This design comes from an exercise in tuning for small area, a short achievable clock period and few clock cycles on the open sky130 flow, not from production work.

Setup of build 14:
==> module divisor_clk, before the edit <==
module divisor_clk #(parameter WIDTH = 24,
                 parameter WIDTHZ = (WIDTH*2))
(
    input logic clk,
    input logic arst,
    input logic start,
    input logic [WIDTH-1:0] a,
    input logic [WIDTH-1:0] b,
    output logic done,
    output logic div_by_zero,
    output logic [WIDTH-1:0] q,
    output logic [WIDTH-1:0] f,
    output logic [WIDTHZ-1:0] z
);
    localparam K = 7;
    logic             busy;
    logic [2:0]       cnt;         
    logic [WIDTH-1:0] rem;         
    logic [WIDTH-1:0] div;         
    logic [WIDTHZ-1:0] qd;         
    logic             dz;          
    assign dz = (div == '0);
    logic [WIDTH-1:0]  rem_init;
    logic [WIDTHZ-1:0] qd_init;
    logic [2:0]       cnt_init;
    always_comb begin
        rem_init = '0;
        qd_init  = {1'b0, a, 23'b0};
        cnt_init = 3'd6;
        if ((|b[23:13])) begin
            rem_init = a >> 11;
            qd_init  = {a[10:0], 37'b0};
            cnt_init = 3'd4;
        end
        if ((|b[23:20])) begin
            rem_init = a >> 4;
            qd_init  = {a[3:0], 44'b0};
            cnt_init = 3'd3;
        end
        if ((b[23] & ~|a[23:20])) begin
            rem_init = a << 3;
            qd_init  = '0;
            cnt_init = 3'd2;
        end
    end
    logic [WIDTH-1:0]  r_s [0:K];
    logic [WIDTHZ-1:0] q_s [0:K];
    assign r_s[0] = rem;
    assign q_s[0] = qd;
    for (genvar i = 0; i < K; i++) begin : g_step
        logic [WIDTH:0] x, y, t;
        logic qb;
        assign x = {r_s[i], q_s[i][WIDTHZ-1]};
        assign y = {1'b0, div};
        logic [WIDTH+1:0] g, p;
        logic [WIDTH+2:0] bw;
        assign g = {1'b0, ~x & y};
        assign p = {1'b0, ~(x ^ y)};
        assign bw[0] = 1'b0;
        for (genvar j = 0; j <= WIDTH; j = j + 2) begin : g_grp
            logic gg, pp;
            assign gg = g[j+1] | (p[j+1] & g[j]);
            assign pp = p[j+1] & p[j];
            assign bw[j+1] = g[j] | (p[j] & bw[j]);
            assign bw[j+2] = gg | (pp & bw[j]);
        end
        assign t = x ^ y ^ bw[WIDTH:0];
        assign qb = ~t[WIDTH];
        assign r_s[i+1] = qb ? t[WIDTH-1:0] : x[WIDTH-1:0];
        assign q_s[i+1] = {q_s[i][WIDTHZ-2:0], qb};
    end
    always_ff @(posedge clk or posedge arst) begin
        if (arst) begin
            busy <= 1'b0;
            done <= 1'b0;
            cnt <= '0;
            div_by_zero <= 1'b0;
        end else begin
            done <= 1'b0;
            if (busy) begin
                div_by_zero <= dz;
                if (cnt == 0 || dz) begin
                    busy <= 1'b0;
                    done <= 1'b1;
                end
                cnt <= cnt - 1'b1;
            end else if (start) begin
                busy <= 1'b1;
                cnt <= cnt_init;
            end
        end
    end
    always_ff @(posedge clk) begin
        div <= b;
        if (busy) begin
            rem <= r_s[K];
            qd  <= dz ? '0 : q_s[K];
        end else begin
            rem <= rem_init;
            qd  <= qd_init;
        end
    end
    assign q = qd[WIDTHZ-1:WIDTH];
    assign f = qd[WIDTH-1:0];
    assign z = qd;
endmodule
export LEC_CHECK = 0
export ABC_AREA = 1
export CAP_MARGIN = 20
export CORE_MARGIN = 2
export CORE_UTILIZATION = 40
export PLACE_DENSITY = 0.6
export SLEW_MARGIN = 20
create_clock -name core_clock -period 110.0 [get_ports {clk}]
standard.sh (not shown) runs the stock make flow with config.mk's settings and CLKGATE_MAP_FILE= SYNTH_SCRIPT=/design/flow/synth_recipe.tcl, a recipe that flattens the netlist after the stock synthesis.
==> flow/flow/run.sh <==
#!/bin/bash
set -euo pipefail
export BUFFER_PORTS_ARGS="-buffer_cell sky130_fd_sc_hd__buf_1"
bash standard.sh > standard.log 2>&1
Both conditions hold for build 14: the flow ran to the end and the final layout passed the timing, DRC and antenna checks.
diff inputs: build 14 => trial 21
diff --git a/flow/design.v b/flow/design.v
--- a/flow/design.v
+++ b/flow/design.v
@@ -26,25 +26,30 @@
     logic [2:0]       cnt_init;
     always_comb begin
         rem_init = '0;
         qd_init  = {1'b0, a, 23'b0};
         cnt_init = 3'd6;
         if ((|b[23:13])) begin
-            rem_init = a >> 11;
+            rem_init = {13'b0, a[23:11]};
             qd_init  = {a[10:0], 37'b0};
             cnt_init = 3'd4;
         end
         if ((|b[23:20])) begin
-            rem_init = a >> 4;
+            rem_init = {20'b0, a[23:4]};
             qd_init  = {a[3:0], 44'b0};
             cnt_init = 3'd3;
         end
         if ((b[23] & ~|a[23:20])) begin
-            rem_init = a << 3;
+            rem_init = {a[20:0], 3'b0};
             qd_init  = '0;
             cnt_init = 3'd2;
+        end
+        if ((b[23] & ~|a[23:13])) begin
+            rem_init = {a[13:0], 10'b0};
+            qd_init  = '0;
+            cnt_init = 3'd1;
         end
     end
     logic [WIDTH-1:0]  r_s [0:K];
     logic [WIDTHZ-1:0] q_s [0:K];
     assign r_s[0] = rem;
     assign q_s[0] = qd;
==> run notes <==
Delta (trial 21 minus build 14): starting density of the core ~0 delta; number of nets with antenna violations after detailed routing about even; area added between synthesis and finish did not really move. Maximum achievable frequency (higher): build 14. Between trial 21 and build 14, the multiplexer share of the synthesized area does not differ in any meaningful way. Compared with build 14, trial 21 shows wire length that has gone up by a few percent. Between build 14 and trial 21, adder-cell share of the synthesized area decreased. Taking build 14 as the reference, in trial 21 post-layout instance area higher, least setup slack across all paths after layout decreased 0.30 ns, synthesized cell count +28. | well-tap cell count | higher: trial 21 |.
No functional check of the RTL was part of any run of this note.

## port drivers added, routing unchanged
The results above use ideal ports. As a check the final layouts listed here were re-extracted and re-timed, cells and wires unchanged.
Step 1 (the two cells are an assumption about what drives the block):
set clk [get_ports {clk}]
set_driving_cell -lib_cell sky130_fd_sc_hd__clkbuf_16 $clk
set_driving_cell -lib_cell sky130_fd_sc_hd__buf_2 [delete_from_list [all_inputs] $clk]
Step 2, shift: input delay + t, output delay - t, t = (earliest + latest rising clock arrival at the registers) / 2. This alone moves slack from input paths to output paths.
Slacks: ideal / step 1 / step 2; pairs: ideal / step 1.
| run | shift t [ns] | setup WS [ns] | worst data-port slew with drivers (ns) |
|---|---|---|---|
| build 14 | 0.412 | 85.981 / 86.004 / 85.592 | 0.06 |
| trial 21 | 0.394 | 85.676 / 85.676 / 85.400 | 0.06 |
After both steps setup and hold are still met in every run listed. The setup slack of build 14, which loses most, moves by +0.023 ns with the drivers and by -0.389 ns with both steps.
